This is an optimization exercise on Yosys and OpenROAD, whose aim is small area and a short achievable clock period, not a production implementation.
Where RTL was checked, it was by simulation tests only, not by an equivalence proof against the original.
Function not checked in run 1: the RTL went through the layout flow alone.

==> flow/design.v (outline; a module is shown in full before it is edited, if it fits) <==
// module DCT_FA: 4 lines
// module DCT_HA: 4 lines
// module DCT_Custom_Instruction: 1854 lines
module DCT_Custom_Instruction(clk,
                              reset,
                              dataa,
                              n,
                              clk_en,
                              start,
                              done,
                              result);
  // ...
==> flow/flow/run.sh <==
#!/bin/bash
set -o pipefail
export SETUP_SLACK_MARGIN=8
bash standard.sh finish > standard.log 2>&1
==> flow/standard.sh <==
#!/bin/bash
# synth_recipe.tcl (not shown) runs the flow's synth.tcl, then flattens the netlist and writes it again
# the make line also repeats each setting of config.mk as NAME=value (left out here)
make -C /OpenROAD-flow-scripts/flow DESIGN_CONFIG=/design/flow/config.mk WORK_HOME=/design/flow/orfs CLKGATE_MAP_FILE= SYNTH_SCRIPT=/design/flow/synth_recipe.tcl "${@:-finish}"
==> flow/config.mk <==
export PLATFORM = sky130hd
export DESIGN_NAME = DCT_Custom_Instruction
export DESIGN_NICKNAME = DCT_Custom_Instruction
export VERILOG_FILES = /design/flow/design.v
export SDC_FILE = /design/flow/constraint.sdc
export NUM_CORES = 4
export LEC_CHECK = 0
export CAP_MARGIN = 20
export CORE_MARGIN = 2
export CORE_UTILIZATION = 40
export SLEW_MARGIN = 20
export SYNTH_HIERARCHICAL = 1
export SYNTH_MINIMUM_KEEP_SIZE = 0
==> flow/constraint.sdc <==
create_clock -name core_clock -period 16.0 [get_ports {clk}]
set_input_delay 3.2000 -clock core_clock [delete_from_list [all_inputs] [get_ports {clk}]]
set_output_delay 3.2000 -clock core_clock [all_outputs]
set_load 0.01 [all_outputs]
==> summary.md, run 1 <==
| Metric | Value |
|---|---|
| DR vias | `29900` |
| Fraction of layout cells with a size suffix above 1 | `roughly 7.4%` |
| DR WL/cell | `~24 um` |
| CTS clk-pin slew, worst paths | `0.07 ns` |
| Clock network latency to the later pin of the worst-skew pair | `0.62 ns` |
| Post-CTS Setup Inserts | `16` |
| CTS tree | `yes` |
| Worst setup margin | `7.94 ns` |
| Antenna cells | `0` |
| Critical path's slowest cell | `fa_2` |
| Outcome | `no timing/DRC/antenna violations` |
| NonClk Buf Share | `2.88%` |
| Post-synthesis register bit count | `slightly below 400` |
| Fmax | `124 MHz` |
| Critical Path Sink | `result[20]` |
| Core area | `94600 um2` |
| Reg2reg setup slack | `8.72 ns` |
| Final-report hold violation count | `0` |
| Unrepaired setup endpoints after global routing | `yes` |
| Post-Syn Area | `approximately 38000 um2` |
| Worst setup path class | `flip-flop to output port` |
| Synth Area in Adders | `34.2%` |
| CP max FO | `3` |
| Reg area | `9140 um2` |
| Metal1 wirelength | `slightly below 60 mm` |
| Most common cell after layout, fill and taps aside | `nand2_1` |
| Antenna violations before repair | `0` |
| Top sig layer | `met4` |
| Seq cells | `391` |
| Hold Crit Class | `flip-flop to flip-flop` |
| Filler Cell Count | `9002` |
| CP Launch Type | `flip-flop` |
| DR iter-0 viols | `3482` |
| Hold WS | `around 0.48 ns` |
==> inputs of run 2 (changes only) <==
--- a/flow/design.v
+++ b/flow/design.v
@@ -1831,21 +1831,25 @@
   wire s787, c788;
   DCT_FA f394 (.a(c650), .b(c652), .c(c654), .s(s787), .co(c788));
   wire s789, c790;
   DCT_FA f395 (.a(s661), .b(s663), .c(s665), .s(s789), .co(c790));
   wire s791, c792;
   DCT_FA f396 (.a(c656), .b(c658), .c(c660), .s(s791), .co(c792));
   assign rows = {c788, c784, c780, c776, c772, c768, c764, c760, c756, c752, c748, c744, c740, c736, c732, c728, c724, c720, c716, c712, c708, c704, c700, s699, c692, c688, s687, c680, c676, s675, c668, s667, c786, c782, c778, c774, c770, c766, c762, c758, c754, c750, c746, c742, c738, c734, c730, c726, c722, c718, c714, c710, c706, s707, s703, c696, s695, s691, c684, s683, s679, c672, s671, k_0_0, s791, s787, s783, s779, s775, s771, s767, s763, s759, s755, s751, s747, s743, s739, s735, s731, s727, s723, s719, s715, s711, s705, c698, c694, s693, c686, c682, s681, c674, c670, s669, r_D0_0, s789, s785, s781, s777, s773, s769, s765, s761, s757, s753, s749, s745, s741, s737, s733, s729, s725, s721, s717, s713, s709, c702, s701, s697, c690, s689, s685, c678, s677, s673, k_1_0, r_C0_0};
   reg [NR*32-1:0] pr;
-  reg col, even;
+  reg sh0, sh3, sh10, sh13;
+  wire col = n[4] & ~n[3];
+  wire even = t1 | t5;
   always @(posedge clk) begin
     pr <= rows;
-    col <= n[4] & ~n[3];
-    even <= t1 | t5;
+    sh0 <= even & ~col;
+    sh3 <= even & col;
+    sh10 <= ~even & ~col;
+    sh13 <= ~even & col;
   end
   wire [31:0] fa_, fb_;
   wire [31:0] fs1, fc1;
   genvar g1;
   generate for (g1 = 0; g1 < 32; g1 = g1 + 1) begin : l1
     wire [31:0] x = pr[31:0], y = pr[63:32], z = pr[95:64];
     DCT_FA u (.a(x[g1]), .b(y[g1]), .c(z[g1]), .s(fs1[g1]), .co(fc1[g1]));
   end endgenerate
@@ -1853,10 +1857,11 @@
   genvar g2;
   generate for (g2 = 0; g2 < 32; g2 = g2 + 1) begin : l2
     wire [31:0] x = pr[127:96], y = fs1, z = {fc1[30:0], 1'b0};
     DCT_FA u (.a(x[g2]), .b(y[g2]), .c(z[g2]), .s(fs2[g2]), .co(fc2[g2]));
   end endgenerate
   assign fa_ = fs2;
   assign fb_ = {fc2[30:0], 1'b0};
   wire signed [31:0] s = fa_ + fb_;
-  assign result = even ? (col ? (s >>> 3) : s) : (col ? (s >>> 13) : (s >>> 10));
+  wire [31:0] q3 = s >>> 3, q10 = s >>> 10, q13 = s >>> 13;
+  assign result = ({32{sh0}} & s) | ({32{sh3}} & q3) | ({32{sh10}} & q10) | ({32{sh13}} & q13);
 endmodule
==> flow/flow/run.sh (replaced) <==
#!/bin/bash
set -o pipefail
export SETUP_SLACK_MARGIN=8
bash standard.sh REMOVE_ABC_BUFFERS=1 finish > standard.log 2>&1
==> flow/config.mk (replaced) <==
export PLATFORM = sky130hd
export DESIGN_NAME = DCT_Custom_Instruction
export DESIGN_NICKNAME = DCT_Custom_Instruction
export VERILOG_FILES = /design/flow/design.v
export SDC_FILE = /design/flow/constraint.sdc
export NUM_CORES = 4
export LEC_CHECK = 0
export CAP_MARGIN = 20
export CORE_MARGIN = 2
export CORE_UTILIZATION = 55
export PLACE_DENSITY = 0.65
export SLEW_MARGIN = 20
export SYNTH_HIERARCHICAL = 1
export SYNTH_MINIMUM_KEEP_SIZE = 0
==> run 2 against run 1 <==
Worst hold slack better by 0.0094 ns. Clock skew down 0.0062 ns. Register-to-register slack worse by 0.68 ns. First-iteration DRC count up 27%. Core utilization up 17 points. Synthesized cell count down 2.7%. Largest cell class unchanged.
==> summary.md, run 2 <==
| Metric | Value |
|---|---|
| RR Startpoint | `y5[0] (was y8[0])` |
| GRT Overall Usage | `41.0% (was 25.0%)` |
| Most common cell after layout, fill and taps aside | `nand2_1 (unchanged)` |
| Initial DRT Pass Iterations | `7 (was 6)` |
| Initial Utilization | `55.8% (was 40.1%)` |
| Post-Route Skew | `0.0288 ns (was 0.0350 ns)` |
| Via/cell ratio | `6.78 (was 5.79)` |
| Syn. warnings | `7 (unchanged)` |
| Netlist cell types | `70 (was 84)` |
| Post-route ant nets | `0 (unchanged)` |
| Fraction of layout cells with a size suffix above 1 | `8.25% (was 7.40%)` |
| Post-synthesis register bit count | `393 (was 391)` |
| Most common cell in the netlist | `nand2_1 (unchanged)` |
| Clock network latency to the later pin of the worst-skew pair | `0.62 ns (about the same)` |
| Number of global-route vias before repair | `33000 (was 29700)` |
| Filler Cell Count | `5553 (was 9002)` |
| Primary FF master, synth | `dfrtp_1 (unchanged)` |
| Most frequent cells in the layout | `nand2_1 (598), fa_1 (546), o21ai_0 (379) (was nand2_1 (623), fa_1 (545), o21ai_0 (393))` |
| DR iter-0 viols | `4415 (was 3482)` |
| Final-report hold violation count | `0 (unchanged)` |
| DP Cell Count | `4576 (was 5062)` |
| Antenna cells | `0 (unchanged)` |
| Die H | `266 um (was 312 um)` |
| Full die area | `70600 um2 (was 97400 um2)` |
| Reg2reg setup slack | `8.04 ns (was 8.72 ns)` |
| Top sig layer | `met4 (unchanged)` |
| Final WL | `144 mm (was 123 mm)` |
| R2r worst-path depth | `20 (was 23)` |
| Leading area contributor after synthesis | `fa_1 (unchanged)` |
| Routability cong. | `0.998 (was 0.938)` |
| CTS buffer count | `48 (was 43)` |
| Total grt overflow | `0 (unchanged)` |
| Final non-filler cell total | `4701 (was 5169)` |
| Outcome | `no timing/DRC/antenna violations (unchanged)` |
| Count of port buffers added during placement | `73 (unchanged)` |
| CP max FO | `4 (was 3)` |
| Top post-synthesis cells by count | `nand2_1 (608), fa_1 (547), o21ai_0 (388) (was nand2_1 (632), fa_1 (547), o21ai_0 (402))` |
| Fmax | `124 MHz (about the same)` |
| CTS clk-pin slew, worst paths | `0.06 ns (was 0.07 ns)` |
| CP Capture Type | `output port (unchanged)` |
| CTS tree | `yes (unchanged)` |
| Final #Nets | `4540 (was 4620)` |
| Final Max Tran Viols | `0 (unchanged)` |
| Final setup fails | `0 (unchanged)` |
| Register name with the most flops | `pr (unchanged)` |
| Clock sink total | `393 (was 391)` |
| Post-Syn Area | `37600 um2 (was 38000 um2)` |
| Top cell type's share of synthesized area | `29.1% (was 28.8%)` |
| Unrepaired setup endpoints after global routing | `yes (unchanged)` |
| Number of synthesized flops with an enable pin | `0 (unchanged)` |
| Worst-Margin Slew | `1.23 ns (was 1.09 ns)` |
| DP Area | `39100 um2 (was 39800 um2)` |
| Ports | `74 (unchanged)` |
| Max Root-Sink Buffers | `3 (unchanged)` |
| Die Wd | `266 um (was 312 um)` |
| Met2 WL | `64.4 mm (was 50.1 mm)` |
| Critical Path Sink | `result[15] (was result[20])` |
| Max reg flops | `128 (unchanged)` |
| Hold WS | `0.488 ns (was 0.479 ns)` |
| CP Launch Type | `flip-flop (unchanged)` |
| Hold Crit Class | `flip-flop to flip-flop (unchanged)` |
| Dominant cells by area after synthesis | `fa_1 (29%), dfrtp_1 (17%), dfxtp_1 (7.0%), nand2_1 (6.1%), ha_1 (5.4%) (was fa_1 (29%), dfrtp_1 (17%), dfxtp_1 (6.9%), nand2_1 (6.2%), ha_1 (5.3%))` |
| Post-DP HPWL | `109 mm (was 95.9 mm)` |
| # H-tree levels | `2 (unchanged)` |
| Worst setup path class | `flip-flop to output port (unchanged)` |
| Arrival time worst endpoint | `4.88 ns (was 4.86 ns)` |
| DR vias | `31900 (was 29900)` |
| Design area | `41800 um2 (was 42100 um2)` |
| Largest net degree at the start of global routing | `132 (was 157)` |
| Synth-to-layout area growth | `10.9% (was 10.8%)` |
| Gate Count Post-Synth | `3799 (was 3906)` |
| Core Rows | `95 (was 113)` |
| Ys async rst share | `66.4% (was 66.8%)` |
| DR WL/cell | `30.6 um (was 23.8 um)` |
| Core area | `67500 um2 (was 94600 um2)` |
| Critical Path Start | `pr[1] (was pr[66])` |
| Metal1 wirelength | `54.1 mm (was 57.7 mm)` |
| FF-to-FF End | `pr[23] (was pr[29])` |
| Post-synthesis sequential area ratio | `24.4% (was 24.1%)` |
| Fin crit period | `8.08 ns (was 8.06 ns)` |
| Root Buffer | `clkbuf_16 (unchanged)` |
| Number of max-cap violations | `0 (unchanged)` |
| Util after Layout | `61.9% (was 44.5%)` |
| Tcrit/Tclk final | `50.5% (was 50.4%)` |
| First-pass GRT wire length | `212 mm (was 187 mm)` |
| DRC | `0 (unchanged)` |
| Avg Cell Area, Syn | `9.91 um2 (was 9.72 um2)` |
| Met3 WL post-DR | `16.2 mm (was 13.2 mm)` |
| Slew HR | `17.6% (was 27.6%)` |
| Antenna violations before repair | `0 (unchanged)` |
| Worst EP required | `12.80 ns (about the same)` |
| Setup TNS | `0 ns (unchanged)` |
## run 2: per-module statistics from Yosys (local to each module, per instance)
module,cells inside,flip-flops and latches,copies in the design,area (um2)
DCT_HA,1,0,11,12.5
DCT_FA,1,0,515,20.0
DCT_Custom_Instruction,3273,393,1,27200
## run 2: logic make-up (layout without fill, tap and decap cells)
logic type / count (synthesis) / in the layout / share of synthesized area (%)
flip-flops: 393 / 393 / 24.4
multiplexers: 39 / 39 / 1.09
other: 1 / 1 / 0.00996
XOR/XNOR: 213 / 213 / 4.97
buffers and inverters: 390 / 418 / 3.91
AO/OA/AOI/OAI: 1167 / 1167 / 21.4
AND/OR/NAND/NOR: 887 / 888 / 9.81
adder cells (fa/ha/maj): 709 / 709 / 34.5
## run 2: critical path, cell delays in order (launching register included)
cell	delay, ns
dfxtp_2	0.32
fa_1	0.59
fa_1	0.44
ha_2	0.21
fa_2	0.36
a21o_1	0.18
a21oi_2	0.19
o21ai_2	0.12
a31oi_4	0.28
o21ai_4	0.13
a311o_1	0.37
a21oi_2	0.19
xnor2_2	0.11
buf_4	0.16
a22o_1	0.20
a221o_1	0.26
buf_2	0.14
## run 2: metal layers
layer	vias to the layer above	GRT usage, %
li1	13300	-
met1	15900	52.2
met2	2143	64.5
met3	494	11.4
met4	0	20.6
met5	-	0
## run 2: worst min-delay path by stage
stage	from	end	slack, ns	depth (start not counted)
after floorplan	y8[32]	y8[32]	0.45	2
after global placement	y7[32]	y7[32]	0.47	2
after detailed placement	y7[32]	y7[32]	0.47	2
after CTS	y7[32]	y7[32]	0.48	2
after global routing	y7[32]	y7[32]	0.52	2
final	y7[32]	y7[32]	0.49	2
## run 2: layout make-up
cell class / instances / area, um2 / share of cell area [%]
clock inverters: 21 / 223 / 0.533
clock buffers: 67 / 1350 / 3.24
inverters: 184 / 708 / 1.70
multi-input cells: 3017 / 27800 / 66.6
well taps: 873 / 1090 / 2.62
flip-flops and latches: 393 / 9180 / 22.0
repair buffers: 146 / 1400 / 3.34
## run 2: timing repair
item	CTS	global route
hold buffers	0	0
pin swaps	33	57
gates cloned	1	2
buffers inserted	18	16
resized for setup	125	111
setup endpoints to repair	345	244
## run 2: metrics by stage
step,worst slack [ns]
3_5_place_dp,6.06
4_1_cts,7.82
5_1_grt,7.83
6_report,7.92
2_1_floorplan,4.63
3_3_place_gp,6.07
==> inputs of run 3 (changes only) <==
==> flow/flow/run.sh (replaced) <==
#!/bin/bash
set -o pipefail
export SETUP_SLACK_MARGIN=8
bash standard.sh "BUFFER_PORTS_ARGS=-buffer_cell sky130_fd_sc_hd__buf_4" finish > standard.log 2>&1
--- a/flow/config.mk
+++ b/flow/config.mk
@@ -7,2 +7,3 @@
 export LEC_CHECK = 0
+export ABC_AREA = 1
 export CAP_MARGIN = 20
==> run 3 against run 2 <==
Sequential share of layout area down 0.80 points. Non-clock buffer count down 12. Final area up 3.8%. Global-route usage up 0.16 points. Count of clock-buffer cells in the layout down 6. Worst hold slack worse by 0.0044 ns. Synthesized area up 5.3%. Die area up 5.2%. Critical endpoint is now pr[15].
==> summary.md, run 3 <==
| Metric | Value |
|---|---|
| Arrival time worst endpoint | `8.49 ns (was 4.88 ns)` |
| Ports | `74 (unchanged)` |
| GRT Overall Usage | `41.2% (was 41.0%)` |
| Max reg flops | `128 (unchanged)` |
| R2r worst-path depth | `24 (was 20)` |
| Slew HR | `20.4% (was 17.6%)` |
| DR iter-0 viols | `4955 (was 4415)` |
| Gate Count Post-Synth | `4612 (was 3799)` |
| Antenna violations before repair | `1 (was 0)` |
| Initial DRT Pass Iterations | `6 (was 7)` |
| Die Wd | `272 um (was 266 um)` |
| Register name with the most flops | `pr (unchanged)` |
| Hold Path Origin | `xh1[31] (was y7[32])` |
| Post-synthesis sequential area ratio | `23.1% (was 24.4%)` |
| Worst setup path class | `primary input to flip-flop (was flip-flop to output port)` |
| Tcrit/Tclk final | `50.1% (was 50.5%)` |
| Final setup fails | `0 (unchanged)` |
| Reg2reg setup slack | `8.90 ns (was 8.04 ns)` |
| Most frequent cells in the layout | `nand2_1 (697), fa_1 (547), inv_1 (531) (was nand2_1 (598), fa_1 (546), o21ai_0 (379))` |
| Via/cell ratio | `6.38 (was 6.78)` |
| Fin crit period | `8.02 ns (was 8.08 ns)` |
| Core area | `71400 um2 (was 67500 um2)` |
| Most common cell in the netlist | `nand2_1 (unchanged)` |
| Avg Cell Area, Syn | `8.59 um2 (was 9.91 um2)` |
| Multi-input gate area | `28100 um2 (was 27800 um2)` |
| Util after Layout | `60.7% (was 61.9%)` |
| CTS tree | `yes (unchanged)` |
| WHS Endpoint | `xh1[31] (was y7[32])` |
| Ys async rst share | `66.4% (unchanged)` |
| Unrepaired setup endpoints after global routing | `yes (unchanged)` |
| DRC | `0 (unchanged)` |
| Top sig layer | `met5 (was met4)` |
| Root Buffer | `clkbuf_16 (unchanged)` |
| Worst-Margin Slew | `1.18 ns (was 1.23 ns)` |
| Syn. warnings | `7 (unchanged)` |
| FF-to-FF End | `pr[16] (was pr[23])` |
| Hold depth | `2 (unchanged)` |
| Top post-synthesis cells by count | `nand2_1 (698), fa_1 (547), inv_1 (538) (was nand2_1 (608), fa_1 (547), o21ai_0 (388))` |
| Final-report hold violation count | `0 (unchanged)` |
| Fraction of layout cells with a size suffix above 1 | `7.44% (was 8.25%)` |
| Final Max Tran Viols | `0 (unchanged)` |
| Metal1 wirelength | `62.7 mm (was 54.1 mm)` |
| Post-Route Skew | `0.0421 ns (was 0.0288 ns)` |
| CTS clk-pin slew, worst paths | `0.07 ns (was 0.06 ns)` |
| Reg area | `9170 um2 (was 9180 um2)` |
| RR Startpoint | `y8[0] (was y5[0])` |
| Worst setup margin | `7.98 ns (was 7.92 ns)` |
| Met3 WL post-DR | `24.1 mm (was 16.2 mm)` |
| Clock sink total | `393 (unchanged)` |
| Antenna cells | `0 (unchanged)` |
| CP Capture Type | `flip-flop (was output port)` |
| Leading area contributor after synthesis | `fa_1 (unchanged)` |
| Hold Crit Class | `flip-flop to flip-flop (unchanged)` |
| Dominant cells by area after synthesis | `fa_1 (28%), dfrtp_1 (16%), dfxtp_1 (6.7%), nand2_1 (6.6%), ha_1 (5.1%) (was fa_1 (29%), dfrtp_1 (17%), dfxtp_1 (7.0%), nand2_1 (6.1%), ha_1 (5.4%))` |
| Synth-to-layout area growth | `9.37% (was 10.9%)` |
| Post-DP HPWL | `118 mm (was 109 mm)` |
| DP Cell Count | `5494 (was 4576)` |
| CP max FO | `57 (was 4)` |
| CTS buffer count | `46 (was 48)` |
| Netlist cell types | `59 (was 70)` |
| First-pass GRT wire length | `226 mm (was 212 mm)` |
| DR vias | `35600 (was 31900)` |
| Max Root-Sink Buffers | `3 (unchanged)` |
| Setup WS pre-CTS | `6.06 ns (about the same)` |
| Post-Syn Area | `39600 um2 (was 37600 um2)` |
| Outcome | `no timing/DRC/antenna violations (unchanged)` |
| Number of synthesized flops with an enable pin | `0 (unchanged)` |
| Filler Cell Count | `6435 (was 5553)` |
| # H-tree levels | `2 (unchanged)` |
| Core Rows | `98 (was 95)` |
| Initial Utilization | `55.5% (was 55.8%)` |
| Met2 WL | `61.5 mm (was 64.4 mm)` |
| Number of max-cap violations | `0 (unchanged)` |
| DP Area | `41100 um2 (was 39100 um2)` |
| Number of global-route vias before repair | `34500 (was 33000)` |
| Count of port buffers added during placement | `73 (unchanged)` |
| Top cell type's share of synthesized area | `27.6% (was 29.1%)` |
| CTS Hold Bufs | `0 (unchanged)` |
| Post-route ant nets | `0 (unchanged)` |
| Largest net degree at the start of global routing | `95 (was 132)` |
| Final WL | `153 mm (was 144 mm)` |
| Total grt overflow | `0 (unchanged)` |
| Design area | `43300 um2 (was 41800 um2)` |
| Full die area | `74200 um2 (was 70600 um2)` |
| Final non-filler cell total | `5585 (was 4701)` |
| Primary FF master, synth | `dfrtp_1 (unchanged)` |
| Fmax | `125 MHz (was 124 MHz)` |
| Most common cell after layout, fill and taps aside | `nand2_1 (unchanged)` |
| Worst EP required | `16.47 ns (was 12.80 ns)` |
| Die H | `272 um (was 266 um)` |
| Post-synthesis register bit count | `393 (unchanged)` |
| Clock network latency to the later pin of the worst-skew pair | `0.63 ns (was 0.62 ns)` |
| CP Launch Type | `primary input (was flip-flop)` |
| DR WL/cell | `27.4 um (was 30.6 um)` |
| Setup TNS | `0 ns (unchanged)` |
| Routability cong. | `1.01 (was 0.998)` |
| Final #Nets | `5350 (was 4540)` |
[run 3: routing by layer]
| layer | global-route usage, % | vias up |
|---|---|---|
| li1 | - | 15400 |
| met1 | 59.8 | 17400 |
| met2 | 57.3 | 2536 |
| met3 | 15.9 | 277 |
| met4 | 10.5 | 4 |
| met5 | 0.963 | - |
[run 3: worst max-delay path by stage]
stage	start	endpoint	slack, ns
detailed placement	n[0]	xh0[24]	6.06
CTS	n[0]	xh0[28]	8.00
global route	n[0]	pr[12]	8.00
floorplan	n[0]	pr[16]	8.88
global placement	n[0]	xh1[24]	6.17
finish	n[4]	pr[15]	7.98
[run 3: cell type report]
class / instances / area share (%)
multi-input cells: 3474 / 64.7
flip-flops and latches: 393 / 21.2
inverters: 551 / 4.92
clock buffers: 61 / 3.11
repair buffers: 134 / 2.77
well taps: 950 / 2.74
clock inverters: 22 / 0.563
[run 3: modules after synthesis (local to each module, per instance)]
module | cells | cell area (um2) | flip-flops and latches
DCT_Custom_Instruction | 4086 | 29200 | 393
DCT_FA | 1 | 20.0 | 0
DCT_HA | 1 | 12.5 | 0
[run 3: stage by stage]
stage	hold WS [ns]
6_report	0.484
5_1_grt	0.504
4_1_cts	0.482
3_5_place_dp	0.466
3_3_place_gp	0.464
2_1_floorplan	0.449
[run 3: repair_timing]
item,CTS,global route
setup buffers,0,4
pin swaps,0,4
gates resized for setup,74,58
setup endpoints to repair,340,257
gates cloned,0,4
[run 3: worst max-delay path: stages]
cell      delay [ns]
buf_4           0.10
nand2_1         0.34
clkinv_4        0.29
nor3_4          0.06
inv_4           0.44
buf_6           0.52
nor2_1          0.09
nor4_1          0.91
inv_1           0.38
fa_1            0.63
fa_1            0.46
fa_1            0.52
fa_1            0.49
[run 3: cell families (layout without fill, tap and decap cells)]
logic type	Yosys count	in the layout	share of synthesized area (%)
mux	1	1	0.0284
xor+xnor	185	185	4.11
other cells	1	1	0.00946
buf+inv	746	768	7.26
flops	393	393	23.1
simple gates	1497	1498	16.3
compound gates	1080	1080	16.4
fa+ha+maj	709	709	32.7
==> inputs of run 4 (changes only) <==
--- a/flow/config.mk
+++ b/flow/config.mk
@@ -7,3 +7,2 @@
 export LEC_CHECK = 0
-export ABC_AREA = 1
 export CAP_MARGIN = 20
==> run 4 against run 3 <==
Synthesized cell count is 18% lower. Clock skew decreased by 0.00094 ns. Highest routed layer unchanged. Sequential share of layout area rose by 1.3 points. Global-route usage shrank 3.0 points. Flip-flop and latch count unchanged. Critical path depth increased by 2. Final area fell by 5.8%. Still clean. Synthesized area is 5.0% lower. Core utilization down 0.28 points.
==> summary.md, run 4 <==
| Metric | Value |
|---|---|
| Outcome | `no timing/DRC/antenna violations (unchanged)` |
| Ys async rst share | `66.4% (unchanged)` |
| DR iter-0 viols | `4022 (was 4955)` |
| Met2 WL | `52.8 mm (was 61.5 mm)` |
| FF-to-FF End | `pr[29] (was pr[16])` |
| Primary FF master, synth | `dfrtp_1 (unchanged)` |
| Hold depth | `2 (unchanged)` |
| Dominant cells by area after synthesis | `fa_1 (29%), dfrtp_1 (17%), dfxtp_1 (7.0%), nand2_1 (6.1%), ha_1 (5.4%) (was fa_1 (28%), dfrtp_1 (16%), dfxtp_1 (6.7%), nand2_1 (6.6%), ha_1 (5.1%))` |
| Hold Crit Class | `flip-flop to flip-flop (unchanged)` |
| Final setup fails | `0 (unchanged)` |
| Max Root-Sink Buffers | `3 (unchanged)` |
| Core Rows | `95 (was 98)` |
| CP Launch Type | `flip-flop (was primary input)` |
| Final-report hold violation count | `0 (unchanged)` |
| Number of global-route vias before repair | `31000 (was 34500)` |
| Core area | `67500 um2 (was 71400 um2)` |
| CTS buffer count | `42 (was 46)` |
| Avg Cell Area, Syn | `9.91 um2 (was 8.59 um2)` |
| Leading area contributor after synthesis | `fa_1 (unchanged)` |
| DRC | `0 (unchanged)` |
| Tcrit/Tclk final | `49.5% (was 50.1%)` |
| GRT Overall Usage | `38.1% (was 41.2%)` |
| Util after Layout | `60.5% (was 60.7%)` |
| Met3 WL post-DR | `18.8 mm (was 24.1 mm)` |
| Metal1 wirelength | `58.7 mm (was 62.7 mm)` |
| Post-synthesis sequential area ratio | `24.4% (was 23.1%)` |
| Hold Path Origin | `y8[32] (was xh1[31])` |
| Count of port buffers added during placement | `73 (unchanged)` |
| Final WL | `133 mm (was 153 mm)` |
| Initial DRT Pass Iterations | `8 (was 6)` |
| Antenna violations before repair | `3 (was 1)` |
| Worst-Margin Slew | `1.19 ns (was 1.18 ns)` |
| Most common cell in the netlist | `nand2_1 (unchanged)` |
| Worst EP required | `12.80 ns (was 16.47 ns)` |
| Routability cong. | `0.987 (was 1.01)` |
| Fmax | `126 MHz (was 125 MHz)` |
| Die H | `266 um (was 272 um)` |
| Post-Syn Area | `37600 um2 (was 39600 um2)` |
| Top post-synthesis cells by count | `nand2_1 (608), fa_1 (547), o21ai_0 (388) (was nand2_1 (698), fa_1 (547), inv_1 (538))` |
| Setup TNS | `0 ns (unchanged)` |
| CP cell instances | `fa_1 > fa_1 > ha_1 > fa_2 > a21o_1 > a21oi_2 > o21ai_2 > a31oi_4 > o21ai_4 > a311o_1 > a21oi_2 > xnor2_2 > a22o_1 > a221o_1 > buf_4 (was buf_4 > nand2_1 > clkinv_4 > nor3_4 > inv_4 > buf_6 > nor2_1 > nor4_1 > inv_1 > fa_1 > fa_1 > fa_1 > fa_1)` |
| Ports | `74 (unchanged)` |
| Top cell type's share of synthesized area | `29.1% (was 27.6%)` |
| # H-tree levels | `2 (unchanged)` |
| Reg2reg setup slack | `8.45 ns (was 8.90 ns)` |
| First-pass GRT wire length | `199 mm (was 226 mm)` |
| Arrival time worst endpoint | `4.72 ns (was 8.49 ns)` |
| Initial Utilization | `55.8% (was 55.5%)` |
| Clock network latency to the later pin of the worst-skew pair | `0.61 ns (was 0.63 ns)` |
| Number of max-cap violations | `0 (unchanged)` |
| Syn. warnings | `7 (unchanged)` |
| WHS Endpoint | `y8[32] (was xh1[31])` |
| Post-synthesis register bit count | `393 (unchanged)` |
| Final Max Tran Viols | `0 (unchanged)` |
| Critical path's slowest cell | `fa_1 (was nor4_1)` |
| Most frequent cells in the layout | `nand2_1 (601), fa_1 (546), o21ai_0 (381) (was nand2_1 (697), fa_1 (547), inv_1 (531))` |
| CP Capture Type | `output port (was flip-flop)` |
| Most common cell after layout, fill and taps aside | `nand2_1 (unchanged)` |
| Fin crit period | `7.92 ns (was 8.02 ns)` |
| Post-DP HPWL | `105 mm (was 118 mm)` |
| Largest net degree at the start of global routing | `179 (was 95)` |
| Total grt overflow | `0 (unchanged)` |
| Final #Nets | `4513 (was 5350)` |
| R2r worst-path depth | `23 (was 24)` |
| CTS clk-pin slew, worst paths | `0.06 ns (was 0.07 ns)` |
| Antenna cells | `0 (unchanged)` |
| DR WL/cell | `28.5 um (was 27.4 um)` |
| Max incr delay on CP | `0.60 ns (was 0.91 ns)` |
| Register name with the most flops | `pr (unchanged)` |
| Clock sink total | `393 (unchanged)` |
| Number of synthesized flops with an enable pin | `0 (unchanged)` |
| Post-route ant nets | `0 (unchanged)` |
| Die Wd | `266 um (was 272 um)` |
| CP max FO | `3 (was 57)` |
| CTS Hold Bufs | `0 (unchanged)` |
| Netlist cell types | `70 (was 59)` |
| Root Buffer | `clkbuf_16 (unchanged)` |
| Unrepaired setup endpoints after global routing | `yes (unchanged)` |
| DR vias | `31400 (was 35600)` |
| Post-Route Skew | `0.0412 ns (was 0.0421 ns)` |
| Via/cell ratio | `6.72 (was 6.38)` |
| Synth-to-layout area growth | `8.42% (was 9.37%)` |
| CTS tree | `yes (unchanged)` |
| Worst setup path class | `flip-flop to output port (was primary input to flip-flop)` |
| Slew HR | `20.4% (about the same)` |
| Max reg flops | `128 (unchanged)` |
| Fraction of layout cells with a size suffix above 1 | `7.54% (was 7.44%)` |
| Top sig layer | `met5 (unchanged)` |
| Gate Count Post-Synth | `3799 (was 4612)` |
| RR Startpoint | `y7[0] (was y8[0])` |
| Full die area | `70600 um2 (was 74200 um2)` |
[run 4: cell types whose count changed in the layout (fill, tap and decap cells not counted), moves of 49 or more]
cell | before | now
inv_1 | 531 | 179
a22o_1 | 0 | 82
nor2_1 | 386 | 118
nand3_1 | 200 | 19
o22ai_1 | 216 | 12
a21oi_1 | 193 | 114
xor2_1 | 136 | 87
a221o_1 | 10 | 117
xnor2_1 | 46 | 115
a21o_1 | 25 | 124
nand2_1 | 697 | 601
[run 4: through the flow]
stage | area, um2 | hold WS, ns | worst slack (ns) | instances
after global placement | 38900 | 0.462 | 6.53 | 4573
after global routing | 40800 | 0.525 | 7.94 | 4668
after CTS | 40600 | 0.483 | 8.00 | 4658
final | 40800 | 0.478 | 8.08 | 4668
after detailed placement | 38900 | 0.470 | 6.51 | 4574
after floorplan | 37700 | 0.449 | 8.09 | 3799
[run 4: what timing repair did]
action,4_1_cts,5_1_grt
endpoints found under the setup margin,242,152
buffers inserted,7,10
cloned,1,0
resized for setup,38,36
pin swaps,8,13
[run 4: area by class of cell]
cell class | instances | area [um2]
clock buffers | 61 | 1250
clock inverters | 15 | 175
fillers | 5609 | 26700
inverters | 184 | 702
multi-input cells | 3017 | 27400
flip-flops and latches | 393 | 9170
well taps | 873 | 1090
repair buffers | 125 | 1030
[run 4: per-module statistics from Yosys (local to each module, per instance)]
module | times used | cells | cell area [um2]
DCT_HA | 11 | 1 | 12.5
DCT_FA | 515 | 1 | 20.0
DCT_Custom_Instruction | 1 | 3273 | 27200
[run 4: critical path: cells and delay by family, from the launching register on]
kind	cells	cell delay (ns)
AO/OA/AOI/OAI	9	1.87
flip-flops	1	0.32
XOR/XNOR	1	0.14
buffers and inverters	1	0.15
adder cells (fa/ha/maj)	4	1.65
[run 4: worst max path at each step]
stage / start / end / cells after the start
CTS: pr[2] / result[16] / 13
global route: n[0] / xh0[32] / 20
global placement: n[2] / xh1[32] / 20
detailed placement: n[2] / xh0[32] / 20
floorplan: n[0] / y7[32] / 22
finish: pr[65] / result[15] / 15
[run 4: routing by layer]
layer  up-vias  track usage, %
met5         -               0
met4         6            8.31
met3       213            12.9
met2      2038            51.7
met1     15800            58.7
li1      13300               -
[run 4: cell families (layout without fill, tap and decap cells)]
kind of cell | Yosys count | after routing | synth area share (%)
xor gates and xnor gates | 213 | 213 | 4.97
adders and majority gates | 709 | 709 | 34.5
AOI/OAI and AO/OA | 1167 | 1167 | 21.4
buffers and inverters | 390 | 385 | 3.91
other | 1 | 1 | 0.00996
and+or+nand+nor | 887 | 888 | 9.81
DFF | 393 | 393 | 24.4
muxes | 39 | 39 | 1.09
==> inputs of run 5 (changes only) <==
==> flow/flow/run.sh (replaced) <==
#!/bin/bash
set -o pipefail
export SETUP_SLACK_MARGIN=8.5
bash standard.sh "BUFFER_PORTS_ARGS=-buffer_cell sky130_fd_sc_hd__buf_4" finish > standard.log 2>&1
==> run 5 against run 4 <==
Die area did not move. Synthesized area stayed put. Via count rose by 1.9%. Global-route usage is 0.056 points higher. Synthesized cell count unchanged. Final cell count rose by 1.1%. Setup slack improved by 0.13 ns. Register-to-register slack gained 0.25 ns. Critical endpoint unchanged. Largest cell class unchanged.
==> summary.md, run 5 <==
| Metric | Value |
|---|---|
| Outcome | `no timing/DRC/antenna violations (unchanged)` |
| Met3 Usage GRT | `13.1% (was 12.9%)` |
| Antenna violations before repair | `4 (was 3)` |
| Dominant cells by area after synthesis | `fa_1 (29%), dfrtp_1 (17%), dfxtp_1 (7.0%), nand2_1 (6.1%), ha_1 (5.4%) (unchanged)` |
| Top post-synthesis cells by count | `nand2_1 (608), fa_1 (547), o21ai_0 (388) (unchanged)` |
| Root Buffer | `clkbuf_16 (unchanged)` |
| Netlist cell types | `70 (unchanged)` |
| Critical path's slowest cell | `fa_1 (unchanged)` |
| CTS Hold Bufs | `0 (unchanged)` |
| Most common cell in the netlist | `nand2_1 (unchanged)` |
| Final non-filler cell total | `4720 (was 4668)` |
| Die H | `266 um (unchanged)` |
| Max reg flops | `128 (unchanged)` |
| Register name with the most flops | `pr (unchanged)` |
| GRT Max-Usage Layer | `met1 (unchanged)` |
| Post-synthesis register bit count | `393 (unchanged)` |
| Number of max-cap violations | `0 (unchanged)` |
| Most common cell after layout, fill and taps aside | `nand2_1 (unchanged)` |
| Most frequent cells in the layout | `nand2_1 (594), fa_1 (544), o21ai_0 (374) (was nand2_1 (601), fa_1 (546), o21ai_0 (381))` |
| Post-synthesis sequential area ratio | `24.4% (unchanged)` |
| CP Launch Type | `flip-flop (unchanged)` |
| CP Capture Type | `output port (unchanged)` |
| Setup TNS | `0 ns (unchanged)` |
| Largest net degree at the start of global routing | `178 (was 179)` |
| DRC | `0 (unchanged)` |
| DR WL/cell | `29.2 um (was 28.5 um)` |
| Worst setup path class | `flip-flop to output port (unchanged)` |
| CTS clk-pin slew, worst paths | `0.06 ns (about the same)` |
| Final #Nets | `4564 (was 4513)` |
| Clock network latency to the later pin of the worst-skew pair | `0.63 ns (was 0.61 ns)` |
| Post-Route Skew | `0.0662 ns (was 0.0412 ns)` |
| Fmax | `128 MHz (was 126 MHz)` |
| Initial DRT Pass Iterations | `8 (unchanged)` |
| Clock sink total | `393 (unchanged)` |
| Met2 usage | `52.1% (was 51.7%)` |
| CP cell instances | `fa_1 > fa_1 > ha_2 > fa_2 > a21o_1 > a21oi_2 > o21ai_2 > a31oi_4 > o21ai_4 > a311o_1 > a21oi_2 > xnor2_2 > a22o_1 > a221o_1 > buf_6 (was fa_1 > fa_1 > ha_1 > fa_2 > a21o_1 > a21oi_2 > o21ai_2 > a31oi_4 > o21ai_4 > a311o_1 > a21oi_2 > xnor2_2 > a22o_1 > a221o_1 > buf_4)` |
| Ys async rst share | `66.4% (unchanged)` |
| Ports | `74 (unchanged)` |
| Max incr delay on CP | `0.58 ns (was 0.60 ns)` |
| Via/cell ratio | `6.77 (was 6.72)` |
| Slew HR | `22.9% (was 20.4%)` |
| Final setup fails | `0 (unchanged)` |
| Setup WS pre-CTS | `6.48 ns (was 6.51 ns)` |
| DR iter-0 viols | `4040 (was 4022)` |
| Count of port buffers added during placement | `73 (unchanged)` |
| CTS buffer count | `44 (was 42)` |
| Fraction of layout cells with a size suffix above 1 | `11.5% (was 7.54%)` |
| Final Max Tran Viols | `0 (unchanged)` |
| Fin crit period | `7.79 ns (was 7.92 ns)` |
| Unrepaired setup endpoints after global routing | `yes (unchanged)` |
| Reg2reg setup slack | `8.70 ns (was 8.45 ns)` |
| Post-route ant nets | `0 (unchanged)` |
| Post-DP HPWL | `104 mm (was 105 mm)` |
| Worst setup margin | `8.21 ns (was 8.08 ns)` |
| RR Startpoint | `y7[0] (unchanged)` |
| CP max FO | `3 (unchanged)` |
| Syn. warnings | `7 (unchanged)` |
| Avg Cell Area, Syn | `9.91 um2 (unchanged)` |
| Routability cong. | `1.01 (was 0.987)` |
| Max Root-Sink Buffers | `3 (unchanged)` |
| Core Rows | `95 (unchanged)` |
| Hold Path Origin | `y5[32] (was y8[32])` |
| DP Cell Count | `4573 (was 4574)` |
| Number of synthesized flops with an enable pin | `0 (unchanged)` |
| CTS tree | `yes (unchanged)` |
| Full die area | `70600 um2 (unchanged)` |
| Critical Path Start | `pr[65] (unchanged)` |
| Post-Syn Area | `37600 um2 (unchanged)` |
| Final WL | `138 mm (was 133 mm)` |
| Gate Count Post-Synth | `3799 (unchanged)` |
| Leading area contributor after synthesis | `fa_1 (unchanged)` |
| Initial Utilization | `55.8% (unchanged)` |
| Worst-Margin Slew | `1.16 ns (was 1.19 ns)` |
| Core area | `67500 um2 (unchanged)` |
| Synth-to-layout area growth | `12.3% (was 8.42%)` |
| Worst EP required | `12.80 ns (about the same)` |
| Final-report hold violation count | `0 (unchanged)` |
| First-pass GRT wire length | `200 mm (was 199 mm)` |
| Met1 Track Usage GR | `58.6% (was 58.7%)` |
| DR vias | `32000 (was 31400)` |
| Total grt overflow | `0 (unchanged)` |
| GRT Overall Usage | `38.2% (was 38.1%)` |
| Primary FF master, synth | `dfrtp_1 (unchanged)` |
| # H-tree levels | `2 (unchanged)` |
| Arrival time worst endpoint | `4.59 ns (was 4.72 ns)` |
| Hold Crit Class | `flip-flop to flip-flop (unchanged)` |
| CP top delay family | `compound AO/OA/AOI/OAI gates (unchanged)` |
| Hold WS | `0.485 ns (was 0.478 ns)` |
| Tcrit/Tclk final | `48.7% (was 49.5%)` |
| Bufs and invs on worst path | `1 (unchanged)` |
| Die Wd | `266 um (unchanged)` |
| Filler Cell Count | `5508 (was 5609)` |
| Number of global-route vias before repair | `31300 (was 31000)` |
| Antenna cells | `0 (unchanged)` |
| Top cell type's share of synthesized area | `29.1% (unchanged)` |
## run 5: path summary, 6_finish.rpt
kind	endpoint	cells past startpoint
setup reg to reg	pr[30]	21
max in group asynchronous	y5[21]	3
min in group asynchronous	done_delay	2
hold / removal	y5[32]	2
setup / recovery	result[15]	15
hold reg to reg	y5[32]	2
## run 5: final cells by class
type / instances / area, um2 / share of cell area (%)
clock buffers: 55 / 1190 / 2.82
well taps: 873 / 1090 / 2.58
multi-input cells: 3016 / 28100 / 66.5
inverters: 184 / 706 / 1.67
flip-flops and latches: 393 / 9180 / 21.7
clock inverters: 24 / 270 / 0.639
repair buffers: 175 / 1720 / 4.08
## run 5: metal layers
layer  share of wire [%]  up-vias  routed length (um)
li1                    -    13300                   -
met1                  43    16200               59100
met2                  40     2182               55100
met3                  15      261               20400
met4                 2.4        4                3250
met5               0.067        -                  92
## run 5: per-module statistics from Yosys, one instance, submodules excluded
module,copies in the design,flops+latches
DCT_Custom_Instruction,1,393
DCT_HA,11,0
DCT_FA,515,0
## run 5: per-stage QoR
step / cell area [um2] / util [%]
finish: 42300 / 62.6
floorplan: 37700 / -
global placement: 38900 / 57.7
global route: 42300 / 62.6
CTS: 41300 / 61.2
detailed placement: 38900 / 57.7
## run 5: cell families (layout without fill, tap and decap cells)
kind of cell | after synthesis | in the layout | share of synthesized area, %
simple gates | 887 | 887 | 9.81
other cells | 1 | 1 | 0.00996
flops | 393 | 393 | 24.4
compound gates | 1167 | 1167 | 21.4
xor+xnor | 213 | 213 | 4.97
fa+ha+maj | 709 | 709 | 34.5
buf+inv | 390 | 438 | 3.91
mux | 39 | 39 | 1.09
## run 5: what timing repair did
| item | 4_1_cts | 5_1_grt |
|---|---|---|
| cloned | 3 | 8 |
| resized for setup | 131 | 119 |
| setup endpoints to repair | 349 | 242 |
| pin swaps | 61 | 43 |
| buffers inserted | 31 | 26 |
## run 5: worst reg2reg max path: stages, from the launching register on
cell       delay [ns]
dfrtp_1          0.53
inv_1            0.27
ha_1             0.19
inv_1            0.05
fa_1             0.42
a21o_1           0.20
a21oi_2          0.30
nor4_1           0.16
o311ai_2         0.45
a2111oi_0        0.23
or4b_1           0.55
nand2_1          0.13
fa_1             0.44
mux2i_1          0.27
nor2_1           0.09
a21oi_1          0.18
o2111ai_2        0.31
a21o_1           0.35
fa_1             0.56
fa_1             0.44
fa_1             0.51
fa_1             0.49
==> inputs of run 6 (changes only) <==
==> flow/flow/run.sh (replaced) <==
#!/bin/bash
set -o pipefail
export SETUP_SLACK_MARGIN=8
bash standard.sh "BUFFER_PORTS_ARGS=-buffer_cell sky130_fd_sc_hd__buf_4" finish > standard.log 2>&1
--- a/flow/config.mk
+++ b/flow/config.mk
@@ -9,4 +9,4 @@
 export CORE_MARGIN = 2
-export CORE_UTILIZATION = 55
-export PLACE_DENSITY = 0.65
+export CORE_UTILIZATION = 65
+export PLACE_DENSITY = 0.75
 export SLEW_MARGIN = 20
==> run 6 against run 5 <==
Worst hold slack improved by 0.0084 ns. Synthesized cell count did not move. Critical path type unchanged. First-iteration DRC count rose by 15%. Largest cell class unchanged. Via count rose by 2.4%. Clock skew fell by 0.025 ns. Final cell count fell by 3.5%.
==> summary.md, run 6 <==
| Metric | Value |
|---|---|
| Synth-to-layout area growth | `8.13% (was 12.3%)` |
| Max Root-Sink Buffers | `3 (unchanged)` |
| Full die area | `59900 um2 (was 70600 um2)` |
| Total grt overflow | `0 (unchanged)` |
| CTS buffer count | `42 (was 44)` |
| Gate Count Post-Synth | `3799 (unchanged)` |
| Post-Syn Area | `37600 um2 (unchanged)` |
| Antenna violations before repair | `2 (was 4)` |
| Post-route ant nets | `0 (unchanged)` |
| Netlist cell types | `70 (unchanged)` |
| DRC | `0 (unchanged)` |
| Avg Cell Area, Syn | `9.91 um2 (unchanged)` |
| Core Rows | `88 (was 95)` |
| Largest net degree at the start of global routing | `110 (was 178)` |
| Top post-synthesis cells by count | `nand2_1 (608), fa_1 (547), o21ai_0 (388) (unchanged)` |
| Worst setup path class | `flip-flop to output port (unchanged)` |
| Max reg flops | `128 (unchanged)` |
| Setup WS pre-CTS | `6.51 ns (was 6.48 ns)` |
| Routability cong. | `1.03 (was 1.01)` |
| DR iter-0 viols | `4644 (was 4040)` |
| Final setup fails | `0 (unchanged)` |
| Most common cell after layout, fill and taps aside | `nand2_1 (unchanged)` |
| Number of global-route vias before repair | `32700 (was 31300)` |
| Fmax | `123 MHz (was 128 MHz)` |
| Final-report hold violation count | `0 (unchanged)` |
| Setup TNS | `0 ns (unchanged)` |
| Final WL | `138 mm (about the same)` |
| Initial Utilization | `65.5% (was 55.8%)` |
| DP Area | `38800 um2 (was 38900 um2)` |
| GRT Overall Usage | `46.2% (was 38.2%)` |
| Dominant cells by area after synthesis | `fa_1 (29%), dfrtp_1 (17%), dfxtp_1 (7.0%), nand2_1 (6.1%), ha_1 (5.4%) (unchanged)` |
| Leading area contributor after synthesis | `fa_1 (unchanged)` |
| Filler Cell Count | `4041 (was 5508)` |
| Number of synthesized flops with an enable pin | `0 (unchanged)` |
| Post-synthesis register bit count | `393 (unchanged)` |
| Design area | `40700 um2 (was 42300 um2)` |
| Final #Nets | `4508 (was 4564)` |
| Clock sink total | `393 (unchanged)` |
| Register name with the most flops | `pr (unchanged)` |
| Mux contribution to synthesized area | `1.09% (unchanged)` |
| Final Max Tran Viols | `0 (unchanged)` |
| Hold Crit Class | `flip-flop to flip-flop (unchanged)` |
| Unrepaired setup endpoints after global routing | `yes (unchanged)` |
| Number of max-cap violations | `0 (unchanged)` |
| CTS Hold Bufs | `0 (unchanged)` |
| Initial DRT Pass Iterations | `13 (was 8)` |
| Post-Route Skew | `0.0415 ns (was 0.0662 ns)` |
| Worst EP required | `12.80 ns (about the same)` |
| DR vias | `32700 (was 32000)` |
| Worst-Margin Slew | `1.26 ns (was 1.16 ns)` |
| CP max FO | `5 (was 3)` |
| Die H | `245 um (was 266 um)` |
| CP Launch Type | `flip-flop (unchanged)` |
| Largest family of logic cells by synthesized area | `adder cells (unchanged)` |
| Clock network latency to the later pin of the worst-skew pair | `0.61 ns (was 0.63 ns)` |
| Ports | `74 (unchanged)` |
| Top cell type's share of synthesized area | `29.1% (unchanged)` |
| Root Buffer | `clkbuf_16 (unchanged)` |
| Syn. warnings | `7 (unchanged)` |
| Most common cell in the netlist | `nand2_1 (unchanged)` |
| Count of port buffers added during placement | `73 (unchanged)` |
| Final non-filler cell total | `4554 (was 4720)` |
| Fin crit period | `8.10 ns (was 7.79 ns)` |
| Reg2reg setup slack | `8.16 ns (was 8.70 ns)` |
| First-pass GRT wire length | `205 mm (was 200 mm)` |
| # H-tree levels | `2 (unchanged)` |
| Outcome | `no timing/DRC/antenna violations (unchanged)` |
| Post-Synth XOR/XNOR Area | `4.97% (unchanged)` |
| Worst setup margin | `7.90 ns (was 8.21 ns)` |
| Arrival time worst endpoint | `4.90 ns (was 4.59 ns)` |
| Slew HR | `15.9% (was 22.9%)` |
| CP Capture Type | `output port (unchanged)` |
| Tcrit/Tclk final | `50.6% (was 48.7%)` |
| Most frequent cells in the layout | `nand2_1 (600), fa_1 (545), o21ai_0 (380) (was nand2_1 (594), fa_1 (544), o21ai_0 (374))` |
| CTS tree | `yes (unchanged)` |
| Primary FF master, synth | `dfrtp_1 (unchanged)` |
| Via/cell ratio | `7.19 (was 6.77)` |
| Synth Area in Simple Gates | `9.81% (unchanged)` |
| DP Cell Count | `4465 (was 4573)` |
| Synth Area in Compound Gates | `21.4% (unchanged)` |
| Synth Area in Adders | `34.5% (unchanged)` |
| DR WL/cell | `30.3 um (was 29.2 um)` |
| Post-synthesis sequential area ratio | `24.4% (unchanged)` |
| Core area | `57500 um2 (was 67500 um2)` |
| Post-DP HPWL | `104 mm (about the same)` |
| Ys async rst share | `66.4% (unchanged)` |
| Die Wd | `245 um (was 266 um)` |
| CTS clk-pin slew, worst paths | `0.07 ns (was 0.06 ns)` |
| Fraction of layout cells with a size suffix above 1 | `7.50% (was 11.5%)` |
[run 6: cell counts after synthesis]
No cell type changed its count.
[run 6: per-module statistics from Yosys (local to each module, per instance)]
module	flops+latches	cells inside
DCT_FA	0	1
DCT_HA	0	1
DCT_Custom_Instruction	393	3273
[run 6: routing by layer]
| metal | up-vias | GRT usage, % | routed length, um |
|---|---|---|---|
| li1 | 13200 | - | - |
| met1 | 16200 | 65.6 | 52800 |
| met2 | 2796 | 64.0 | 55800 |
| met3 | 493 | 20.0 | 23900 |
| met4 | 6 | 14.5 | 5690 |
| met5 | - | 0 | 43 |
[run 6: cells by family after synthesis]
kind of cell	after synthesis
mux	39
simple gates	887
buf+inv	390
fa+ha+maj	709
compound gates	1167
xor+xnor	213
other cells	1
flops	393
[run 6: path summary, 6_finish.rpt]
| path | from | end | depth (start not counted) |
|---|---|---|---|
| min in group asynchronous | reset | xh3[1] | 2 |
| worst min register to register | y5[32] | y5[32] | 2 |
| worst min-delay path | y5[32] | y5[32] | 2 |
| worst max-delay path | pr[2] | result[25] | 14 |
| max in group asynchronous | reset | y7[13] | 4 |
| worst max register to register | y8[0] | pr[25] | 23 |
[run 6: worst max-delay path: stages (launching register included)]
cell	delay [ns]
dfxtp_1	0.33
fa_1	0.58
fa_1	0.48
ha_1	0.31
a21o_1	0.13
a21oi_2	0.08
o21ai_1	0.30
a41oi_4	0.24
a211oi_2	0.44
and3b_2	0.31
o21bai_1	0.24
a21oi_2	0.12
xnor2_2	0.21
a221o_1	0.40
buf_4	0.15
[run 6: metrics by stage]
step                util [%]  hold WS, ns
floorplan                  -        0.449
global placement        67.5        0.460
detailed placement      67.5        0.478
CTS                     70.2        0.493
global route            70.8        0.516
finish                  70.8        0.493
[run 6: timing repair]
action                                  in CTS  in global routing
setup buffers                                5                  7
gates resized for setup                     30                 51
gates cloned                                 0                  1
pin swaps                                    6                  7
endpoints found under the setup margin     193                155
[run 6: final cells by class]
type | instances | area, um2 | share of cell area, %
clock buffers | 56 | 1160 | 2.86
well taps | 765 | 957 | 2.35
repair buffers | 121 | 1000 | 2.46
diodes | 2 | 5.00 | 0.0123
inverters | 184 | 702 | 1.72
clock inverters | 17 | 244 | 0.599
multi-input cells | 3016 | 27500 | 67.4
flip-flops and latches | 393 | 9180 | 22.5

## re-timing with driven ports
No port has a modelled driver above. Below, the same layouts with a new extraction and two added sets of constraints. Step 1 sets driving cells, clkbuf_16 on the clock port and buf_2 on the other inputs (assumed; they add their load-dependent delay and slew). Step 2 adds t to the input delays and takes it off the output delays; t is the mean of the earliest and latest rising clock arrival at the registers after step 1. Input paths then give back, and output paths get back, about the clock's delay inside the block. Three values: ideal ports, drivers, drivers and shift; two values: the first two.
run	t (ns)	slack for setup (ns)	hold WS [ns]	worst setup path after step 2	latest minus earliest clock arrival (ns)
run 1	0.672	7.943 / 7.874 / 7.545	0.479 / 0.479 / 0.479	input to register	0.040 / 0.040
run 2	0.673	7.925 / 7.861 / 7.315	0.488 / 0.488 / 0.488	input to register	0.029 / 0.029
run 3	0.669	7.980 / 7.993 / 7.324	0.484 / 0.484 / 0.484	input to register	0.042 / 0.042
run 4	0.649	8.079 / 8.022 / 7.538	0.478 / 0.478 / 0.478	input to register	0.044 / 0.044
run 5	0.658	8.211 / 8.152 / 7.652	0.485 / 0.485 / 0.485	input to register	0.067 / 0.066
run 6	0.645	7.897 / 7.837 / 7.420	0.493 / 0.493 / 0.493	input to register	0.043 / 0.043
After both steps setup and hold are still met in every run listed. The setup slack of run 3, which loses most, moves by +0.013 ns with the drivers and by -0.656 ns with both steps.
